This design comes from an exercise in tuning for small area on the open sky130 flow, not from production work.
The RTL was checked by simulation tests, not by an equivalence proof against the original design.
The clock port is modelled as an ideal driver; clocking choices that lean on that would not hold on a real chip.

// uart_fifo
module uart_fifo(
    input clk,
    input reset,
    input uart_rx,
    output uart_tx,
    output [7:0] led
);
    function [3:0] db;
        input [3:0] q;
        db = {q[2:0], q[3] ^ q[2] ^ (q[2:0] == 3'd0)};
    endfunction
    reg ract;
    reg [3:0] ul, uh;
    reg sb;
    reg fwr;
    wire rsmp = ract & (ul == 4'd8);
    wire rend = rsmp & ~uh[3] & ~uh[0];     
    wire rrdy = sb & ~ract;
    always @(posedge clk or posedge reset) begin
        if (reset) begin
            ract <= 1'b0;
            sb <= 1'b0;
            fwr <= 1'b0;
        end else begin
            fwr <= rrdy;
            if (!ract) ract <= ~uart_rx;
            else if (rend) ract <= 1'b0;
            if (rsmp) sb <= uart_rx | rend;
            else if (!ract) sb <= 1'b0;
        end
    end
    always @(posedge clk) begin
        ul <= ract ? db(ul) : 4'd0;
        uh <= ract ? uh + {3'd0, ul == 4'd8} : 4'd7;
    end
    reg cnt;
    reg [3:0] pw, pr;
    reg busy;                
    reg [3:0] tlo, th;       
    wire rd = cnt & ~busy;
    reg [7:0] ring [0:15];
    wire [7:0] tap = ring[15];
    wire wbit = ract & uh[3] & (pw == 4'd15);
    wire trot;
    wire [7:0] rin = (wbit | trot) ? {wbit ? sb : tap[0], tap[7:1]} : tap;
    integer i;
    always @(posedge clk) begin
        ring[0] <= rin;
        for (i = 1; i < 16; i = i + 1) ring[i] <= ring[i-1];
    end
    always @(posedge clk or posedge reset) begin
        if (reset) begin
            cnt <= 1'b0;
            pw <= 4'd0;
            pr <= 4'd0;
        end else begin
            cnt <= ~rd & (cnt | fwr);
            pw <= pw + 4'd1 + {3'd0, fwr};
            pr <= pr + 4'd1 + {3'd0, rd};
        end
    end
    reg [7:0] nxt;
    wire fwin = busy & ~th[3] & th[1] & ~(th[0] & (tlo == 4'd8));
    wire fetch = fwin & (pr == 4'd15);
    wire cap = wbit & ~cnt & (pr == 4'd15);    
    always @(posedge clk) begin
        if (fetch | cap) nxt <= rin;
    end
    reg [7:0] dout;
    always @(posedge clk or posedge reset) begin
  ...
For scale: about 300 cells after synthesis, roughly 180 flip-flops, about 12 I/O pins.
clock: 10.0 ns
lec_check: 0
cap_margin: 20
core_margin: 2
core_utilization: 85
slew_margin: 20
standard.sh (not shown) runs the stock make flow with config.mk's settings and CLKGATE_MAP_FILE= SYNTH_SCRIPT=/design/flow/synth_recipe.tcl, a recipe that flattens the netlist after the stock synthesis.
==> flow/flow/run.sh <==
#!/bin/bash
# Standard layout, except:
# - the clock tree is built by flow/clock_tree.tcl before CTS (a root buffer
#   and one clkbuf_16 per region of registers); CTS then skips its nets;
# - ports are buffered with buf_1;
# - after global routing, gates off the critical paths are downsized
#   (ORFS's power recovery, on all paths).
set -o pipefail
export PRE_CTS_TCL="$PWD/flow/clock_tree.tcl"
export BUFFER_PORTS_ARGS="-buffer_cell sky130_fd_sc_hd__buf_1"
export RECOVER_POWER=100
bash standard.sh > standard.log 2>&1
==> flow/flow/clock_tree.tcl <==
# A clock tree built before CTS: the clock port drives NLEAF leaf buffers
# (through one root buffer if rootcell is set), each driving the registers of
# one region of the placement (found by recursive bisection at the median,
# along the longer side). CTS is then told to skip these nets.
set nleaf 4
set leafcell sky130_fd_sc_hd__clkbuf_16
set rootcell ""
set block [ord::get_db_block]
set db [ord::get_db]
set clknet [$block findNet clk]
set sinks {}
foreach it [$clknet getITerms] {
  set loc [[$it getInst] getLocation]
  lappend sinks [list $it [lindex $loc 0] [lindex $loc 1]]
}
proc bisect {items n} {
  if {$n <= 1 || [llength $items] <= 1} { return [list $items] }
  set xs [lsort -integer [lmap i $items {lindex $i 1}]]
  set ys [lsort -integer [lmap i $items {lindex $i 2}]]
  set dx [expr {[lindex $xs end] - [lindex $xs 0]}]
  set dy [expr {[lindex $ys end] - [lindex $ys 0]}]
  set key [expr {$dx >= $dy ? 1 : 2}]
  set s [lsort -integer -index $key $items]
  set n1 [expr {$n / 2}]
  set k [expr {([llength $s] * $n1) / $n}]
  return [concat [bisect [lrange $s 0 [expr {$k-1}]] $n1] [bisect [lrange $s $k end] [expr {$n - $n1}]]]
}
set groups [bisect $sinks $nleaf]
if {$rootcell ne ""} {
  set rootnet [odb::dbNet_create $block "clkroot_net"]
  $rootnet setSigType CLOCK
  set skip [list clk clkroot_net]
} else {
  set rootnet $clknet
  set skip [list clk]
}
set gi 0; set rx 0; set ry 0
foreach g $groups {
  set sx 0; set sy 0
  foreach i $g { incr sx [lindex $i 1]; incr sy [lindex $i 2] }
  set cx [expr {$sx / [llength $g]}]; set cy [expr {$sy / [llength $g]}]
  set buf [odb::dbInst_create $block [$db findMaster $leafcell] "clkleaf_$gi"]
  set net [odb::dbNet_create $block "clkleaf_net_$gi"]
  $net setSigType CLOCK
  foreach i $g {
    set it [lindex $i 0]
    $it disconnect
    $it connect $net
  }
  [$buf findITerm A] connect $rootnet
  [$buf findITerm X] connect $net
  $buf setLocation $cx $cy
  $buf setPlacementStatus PLACED
  lappend skip "clkleaf_net_$gi"
  puts "clkleaf_$gi: [llength $g] sinks at $cx $cy"
  incr rx $cx; incr ry $cy
  incr gi
}
if {$rootcell ne ""} {
  set root [odb::dbInst_create $block [$db findMaster $rootcell] "clkroot"]
  [$root findITerm A] connect $clknet
  [$root findITerm X] connect $rootnet
  $root setLocation [expr {$rx / $gi}] [expr {$ry / $gi}]
  $root setPlacementStatus PLACED
}
set_cts_config -skip_nets $skip
The baseline died in 3_5_place_dp.
Change:
--- a/flow/flow/clock_tree.tcl
+++ b/flow/flow/clock_tree.tcl
@@ -1,8 +1,8 @@
-# A clock tree built before CTS: the clock port drives NLEAF leaf buffers
-# (through one root buffer if rootcell is set), each driving the registers of
-# one region of the placement (found by recursive bisection at the median,
-# along the longer side). CTS is then told to skip these nets.
-set nleaf 4
+# A two-level clock tree, built before CTS: the clock port drives one root
+# buffer, which drives NLEAF leaf buffers, each driving the registers of one
+# region of the placement (found by recursive bisection at the median, along
+# the longer side). CTS is then told to skip these nets.
+set nleaf 5
 set leafcell sky130_fd_sc_hd__clkbuf_16
-set rootcell ""
+set rootcell sky130_fd_sc_hd__clkbuf_4
 set block [ord::get_db_block]
@@ -28,10 +28,5 @@
 set groups [bisect $sinks $nleaf]
-if {$rootcell ne ""} {
-  set rootnet [odb::dbNet_create $block "clkroot_net"]
-  $rootnet setSigType CLOCK
-  set skip [list clk clkroot_net]
-} else {
-  set rootnet $clknet
-  set skip [list clk]
-}
+set rootnet [odb::dbNet_create $block "clkroot_net"]
+$rootnet setSigType CLOCK
+set skip [list clk clkroot_net]
 set gi 0; set rx 0; set ry 0
@@ -58,9 +53,7 @@
 }
-if {$rootcell ne ""} {
-  set root [odb::dbInst_create $block [$db findMaster $rootcell] "clkroot"]
-  [$root findITerm A] connect $clknet
-  [$root findITerm X] connect $rootnet
-  $root setLocation [expr {$rx / $gi}] [expr {$ry / $gi}]
-  $root setPlacementStatus PLACED
-}
+set root [odb::dbInst_create $block [$db findMaster $rootcell] "clkroot"]
+[$root findITerm A] connect $clknet
+[$root findITerm X] connect $rootnet
+$root setLocation [expr {$rx / $gi}] [expr {$ry / $gi}]
+$root setPlacementStatus PLACED
 set_cts_config -skip_nets $skip
CORE_UTILIZATION = 60   (was 85)
Outcome: The changed run finished with timing, DRC and antenna clean; synthesized area is unchanged; synthesized cell count stays the same.

==> re-timing with driven ports <==
The flow's constraints put no driver on any port. The routed layout listed below was extracted and timed again, unchanged, in two steps. Step 1, drivers: a clkbuf_16 drives clk and a buf_2 each remaining input, both assumed. Step 2, shift: input delay + t, output delay - t, t = (earliest + latest rising clock arrival at the registers) / 2. This alone moves slack from input paths to output paths. Three values: ideal, step 1, step 2; two values: the first two.
run: the second run
shift t [ns]: 0.491
slack for setup (ns): 6.814 / 6.785 / 7.277
worst register clock-pin slew, ns: 0.12 / 0.12
cell pins on the clock port's net: 1
After both steps setup and hold are still met in the second run. For the second run, drivers alone change the setup slack by -0.029 ns; drivers and shift together by +0.463 ns.
